What follows belongs to an exercise in optimizing a design on an open flow for small area, a short achievable clock period and few clock cycles; a production flow would make more cautious choices. In this exercise RTL edits were held to simulation tests only and were not proved equivalent to the original. No activity file was given, so power comes from the tool's default toggle rates.

== job 105 ==
==> flow/design.v <==
module shiftregbit(clk,reset,b,valid,out);
   input logic clk;
   input logic reset;
   input logic b;
   input logic valid;
   parameter W = 32;
   output logic [W-1:0] out;
   always_ff@(posedge clk)
     begin
	if(reset)
	  out <= 'd0;
	else if(valid)
	  out <= {out[W-2:0], b};
     end
endmodule
module divider(clk,
	       reset,
	       srcA,
	       srcB,
	       rob_ptr_in,
	       prf_ptr_in,
	       is_signed_div,
	       is_rem,
	       start_div,
	       y,
	       rob_ptr_out,
	       prf_ptr_out,
	       ready,
	       complete
	       );
   input logic clk;
   input logic reset;
   input logic [31:0] srcA;
   input logic [31:0] srcB;
   input logic [5-1:0] rob_ptr_in;
   input logic [6-1:0] prf_ptr_in;
   input logic 	      is_signed_div;
   input logic 	      is_rem;
   input logic 	      start_div;
   output logic [63:0] y;
   output logic [5-1:0] rob_ptr_out;
   output logic [6-1:0] prf_ptr_out;
   output logic        ready;
   output logic        complete;
   localparam logic [2:0] IDLE = 3'd0,
			  N1   = 3'd1,
			  N2   = 3'd2,
			  ITER = 3'd3,
			  FIX  = 3'd4,
			  DONE = 3'd5;
   logic [2:0] r_state, n_state;
   logic [31:0] r_R, n_R;    
   logic [31:0] r_D, n_D;    
   logic [31:0] r_Q, n_Q;    
   logic [4:0] 	r_cnt, n_cnt;  
   logic 	r_triv, n_triv;  
   logic 	r_bz, n_bz;      
   logic 	r_sa, n_sa, r_sb, n_sb, r_is_rem, n_is_rem;
   logic [5-1:0] r_rob_ptr, n_rob_ptr;
   logic [6-1:0] r_prf_ptr, n_prf_ptr;
   function automatic [5:0] lzc32(input [31:0] x);
      logic [15:0] z1; logic [15:0] c1;
      logic [7:0]  z2; logic [15:0] c2;
      logic [3:0]  z3; logic [11:0] c3;
      logic [1:0]  z4; logic [7:0]  c4;
      logic [4:0]  c5;
      integer i;
      begin
	 for (i = 0; i < 16; i = i + 1)
	   begin
	      z1[i] = !(x[2*i+1] | x[2*i]);
	      c1[i] = !x[2*i+1];
	   end
	 for (i = 0; i < 8; i = i + 1)
	   begin
	      z2[i] = z1[2*i+1] & z1[2*i];
	      c2[2*i +: 2] = z1[2*i+1] ? {1'b1, c1[2*i]} : {1'b0, c1[2*i+1]};
	   end
	 for (i = 0; i < 4; i = i + 1)
	   begin
	      z3[i] = z2[2*i+1] & z2[2*i];
	      c3[3*i +: 3] = z2[2*i+1] ? {1'b1, c2[4*i +: 2]} : {1'b0, c2[4*i+2 +: 2]};
	   end
	 for (i = 0; i < 2; i = i + 1)
	   begin
	      z4[i] = z3[2*i+1] & z3[2*i];
	      c4[4*i +: 4] = z3[2*i+1] ? {1'b1, c3[6*i +: 3]} : {1'b0, c3[6*i+3 +: 3]};
	   end
	 c5 = z4[1] ? {1'b1, c4[3:0]} : {1'b0, c4[7:4]};
	 lzc32 = (z4[1] & z4[0]) ? 6'd32 : {1'b0, c5};
      end
   endfunction
   function automatic [31:0] neg32(input [31:0] x, input c);
      logic [31:0] p;
      integer l, i;
      begin
	 p = x;
	 for (l = 0; l < 5; l = l + 1)
	   for (i = 0; i < 32; i = i + 1)
	     if (i[l])
	       p[i] = p[i] | p[((i >> (l+1)) << (l+1)) + (1 << l) - 1];
	 neg32 = x ^ ({p[30:0], 1'b0} & {32{c}});
      end
   endfunction
   logic 	idle, accept, negq;
   logic 	t_sa, t_sb;
   logic [5:0] 	t_k;
   logic [32:0] t_diff;
   logic 	t_ge;
   always_ff@(posedge clk)
     begin
	if(reset)
	  r_state <= IDLE;
	else
	  r_state <= n_state;
	r_R <= n_R;
	r_D <= n_D;
	r_Q <= n_Q;
	r_cnt <= n_cnt;
	r_triv <= n_triv;
	r_bz <= n_bz;
	r_sa <= n_sa;
	r_sb <= n_sb;
	r_is_rem <= n_is_rem;
	r_rob_ptr <= n_rob_ptr;
	r_prf_ptr <= n_prf_ptr;
     end
   always_comb
     begin
	negq = r_sa ^ r_sb;
	complete = (r_state == DONE) | ((r_state == N2) & r_triv & !r_sa);
	idle = (r_state == IDLE) | complete;
	ready = idle & !start_div;
	accept = idle & start_div;
	y = {r_R, r_is_rem ? r_R : r_Q};
	rob_ptr_out = r_rob_ptr;
	prf_ptr_out = r_prf_ptr;
	t_sa = is_signed_div & srcA[31];
	t_sb = is_signed_div & srcB[31];
	t_k = lzc32(r_D) - lzc32(r_R);
	t_diff = {1'b0, r_R} - {1'b0, r_D};
	t_ge = !t_diff[32];
	n_state = r_state;
	n_R = r_R;
	n_D = r_D;
	n_Q = r_Q;
	n_cnt = r_cnt;
	n_triv = r_triv;
	n_bz = r_bz;
	n_sa = r_sa;
	n_sb = r_sb;
	n_is_rem = r_is_rem;
	n_rob_ptr = r_rob_ptr;
	n_prf_ptr = r_prf_ptr;
	case (r_state)
	  N1:
	    begin
	       n_cnt = t_k[4:0];
	       n_triv = r_bz | !t_ge;
	       if (r_bz)
		 n_Q = {{31{!r_sa}}, 1'b1};
	       else if (!t_ge)
		 n_Q = 32'd0;
	       else
		 begin
		    n_Q = {32{negq}};
		    if (negq)
		      n_R = t_diff[31:0];
		 end
	       n_state = N2;
	    end
	  N2:
	    begin
	       if (r_triv)
		 begin
		    n_R = neg32(r_R, 1'b1);
		    n_state = r_sa ? DONE : IDLE;
		 end
	       else
		 begin
		    n_D = r_D << r_cnt;
		    n_state = ITER;
		 end
	    end
	  ITER:
	    begin
	       if (t_ge)
		 n_R = t_diff[31:0];
	       n_Q = {r_Q[30:0], t_ge ^ negq};
	       n_D = r_D >> 1;
	       n_cnt = r_cnt - 5'd1;
	       if (r_cnt == 5'd0)
		 n_state = r_sa ? FIX : DONE;
	    end
	  FIX:
	    begin
	       n_R = neg32(r_R, 1'b1);
	       n_state = DONE;
	    end
	  DONE:
	    n_state = IDLE;
	  default:
	    begin
	    end
	endcase
	if (accept)
	  begin
	     n_state = N1;
	     n_R = neg32(srcA, t_sa);
	     n_D = neg32(srcB, t_sb);
	     n_bz = (srcB == 32'd0);
	     n_sa = t_sa;
	     n_sb = t_sb;
	     n_is_rem = is_rem;
	     n_rob_ptr = rob_ptr_in;
	     n_prf_ptr = prf_ptr_in;
	  end
     end
endmodule
clock: 6.0 ns
lec_check: 0
abc_area: 1
cap_margin: 20
core_margin: 2
core_utilization: 40
setup_slack_margin: 3.0
slew_margin: 20
run.sh (not shown) runs the stock make flow with config.mk's settings and CLKGATE_MAP_FILE= SYNTH_SCRIPT=/design/flow/synth_recipe.tcl, a recipe that flattens the netlist after the stock synthesis.
Testbench counts of job 105, summed over its fixed seeds: cycles 20,765.
Modified inputs, job 101 compared to job 105
-- flow/design.v --
<<< job 105, line 56
   logic 	r_triv, n_triv;  
   logic 	r_bz, n_bz;      
   logic 	r_sa, n_sa, r_sb, n_sb, r_is_rem, n_is_rem;
   logic [5-1:0] r_rob_ptr, n_rob_ptr;
>>> job 101, line 56
   logic 	r_triv, n_triv;  
   logic 	r_bz, n_bz;      
   logic 	r_qz, n_qz;      
   logic 	r_sa, n_sa, r_sb, n_sb, r_is_rem, n_is_rem;
   logic [5-1:0] r_rob_ptr, n_rob_ptr;
<<< job 105, line 104
   endfunction
   logic 	idle, accept, negq;
   logic 	t_sa, t_sb;
   logic [5:0] 	t_k;
   logic [32:0] t_diff;
>>> job 101, line 105
   endfunction
   logic 	idle, accept, negq;
   logic 	t_sa, t_sb, t_bz, t_qz;
   logic [31:0] t_ta, t_tb;
   logic [5:0] 	t_k;
   logic [32:0] t_diff;
<<< job 105, line 120
	r_triv <= n_triv;
	r_bz <= n_bz;
	r_sa <= n_sa;
	r_sb <= n_sb;
>>> job 101, line 122
	r_triv <= n_triv;
	r_bz <= n_bz;
	r_qz <= n_qz;
	r_sa <= n_sa;
	r_sb <= n_sb;
<<< job 105, line 129
     begin
	negq = r_sa ^ r_sb;
	complete = (r_state == DONE) | ((r_state == N2) & r_triv & !r_sa);
	idle = (r_state == IDLE) | complete;
	ready = idle & !start_div;
>>> job 101, line 132
     begin
	negq = r_sa ^ r_sb;
	complete = (r_state == DONE) | ((r_state == N2) & r_triv & !r_sa) |
		   ((r_state == N1) & r_qz & !r_sa);
	idle = (r_state == IDLE) | complete;
	ready = idle & !start_div;
<<< job 105, line 138
	t_sa = is_signed_div & srcA[31];
	t_sb = is_signed_div & srcB[31];
	t_k = lzc32(r_D) - lzc32(r_R);
	t_diff = {1'b0, r_R} - {1'b0, r_D};
>>> job 101, line 142
	t_sa = is_signed_div & srcA[31];
	t_sb = is_signed_div & srcB[31];
	t_ta = srcA ^ {32{t_sa}};
	t_tb = srcB ^ {32{t_sb}};
	t_bz = (srcB == 32'd0);
	t_qz = t_bz;
	for (int m = 4; m < 32; m = m + 4)
	  if (((t_ta >> m) == 32'd0) && ((t_tb >> (m + 1)) != 32'd0))
	    t_qz = 1'b1;
	t_k = lzc32(r_D) - lzc32(r_R);
	t_diff = {1'b0, r_R} - {1'b0, r_D};
<<< job 105, line 148
	n_triv = r_triv;
	n_bz = r_bz;
	n_sa = r_sa;
	n_sb = r_sb;
>>> job 101, line 159
	n_triv = r_triv;
	n_bz = r_bz;
	n_qz = r_qz;
	n_sa = r_sa;
	n_sb = r_sb;
<<< job 105, line 155
	case (r_state)
	  N1:
	    begin
	       n_cnt = t_k[4:0];
>>> job 101, line 167
	case (r_state)
	  N1:
	    if (r_qz)
	      begin
		 n_R = neg32(r_R, 1'b1);
		 n_state = r_sa ? DONE : IDLE;
	      end
	    else
	    begin
	       n_cnt = t_k[4:0];
<<< job 105, line 209
	     n_R = neg32(srcA, t_sa);
	     n_D = neg32(srcB, t_sb);
	     n_bz = (srcB == 32'd0);
	     n_sa = t_sa;
	     n_sb = t_sb;
>>> job 101, line 227
	     n_R = neg32(srcA, t_sa);
	     n_D = neg32(srcB, t_sb);
	     n_bz = t_bz;
	     n_qz = t_qz;
	     n_Q = t_bz ? {{31{!t_sa}}, 1'b1} : 32'd0;
	     n_sa = t_sa;
	     n_sb = t_sb;
[summary]
Job 101 falls short of job 105 in flop-to-flop setup slack. Of job 101 and job 105, it is job 101 that has the higher net count of the mapped netlist. Diff job 105 -> job 101: combinational cell fraction of total power higher; count of clock-net buffers in the final layout higher; sequential cell fraction of total power lower. [compare] base=job 105 new=job 101: placeable core region higher, worst slack after detailed placement lower. End point of the critical path: r_Q[24]$_DFFE_PP_ -> job 101, r_cnt[4]$_DFFE_PN_ -> job 105.
Testbench counts of job 101, summed over its fixed seeds: cycles 19,775.

==> port drivers added, routing unchanged <==
No port has a modelled driver above. Below, the same layouts with a new extraction and two added sets of constraints. Step 1 sets driving cells, clkbuf_16 on the clock port and buf_2 on the other inputs (assumed; they add their load-dependent delay and slew). Step 2 also shifts input and output timing later by t, the mid clock arrival at the registers, as if the neighbouring blocks saw the same clock. a / b / c = ideal ports / drivers / drivers and shift; a / b = the first two.
| run | t (ns) | slack for setup (ns) | worst data-port slew with drivers (ns) |
|---|---|---|---|
| job 105 | 0.484 | 2.961 / 2.947 / 2.623 | 0.04 |
| job 101 | 0.476 | 2.918 / 2.918 / 2.580 | 0.06 |
After both steps setup and hold are still met in every run listed.
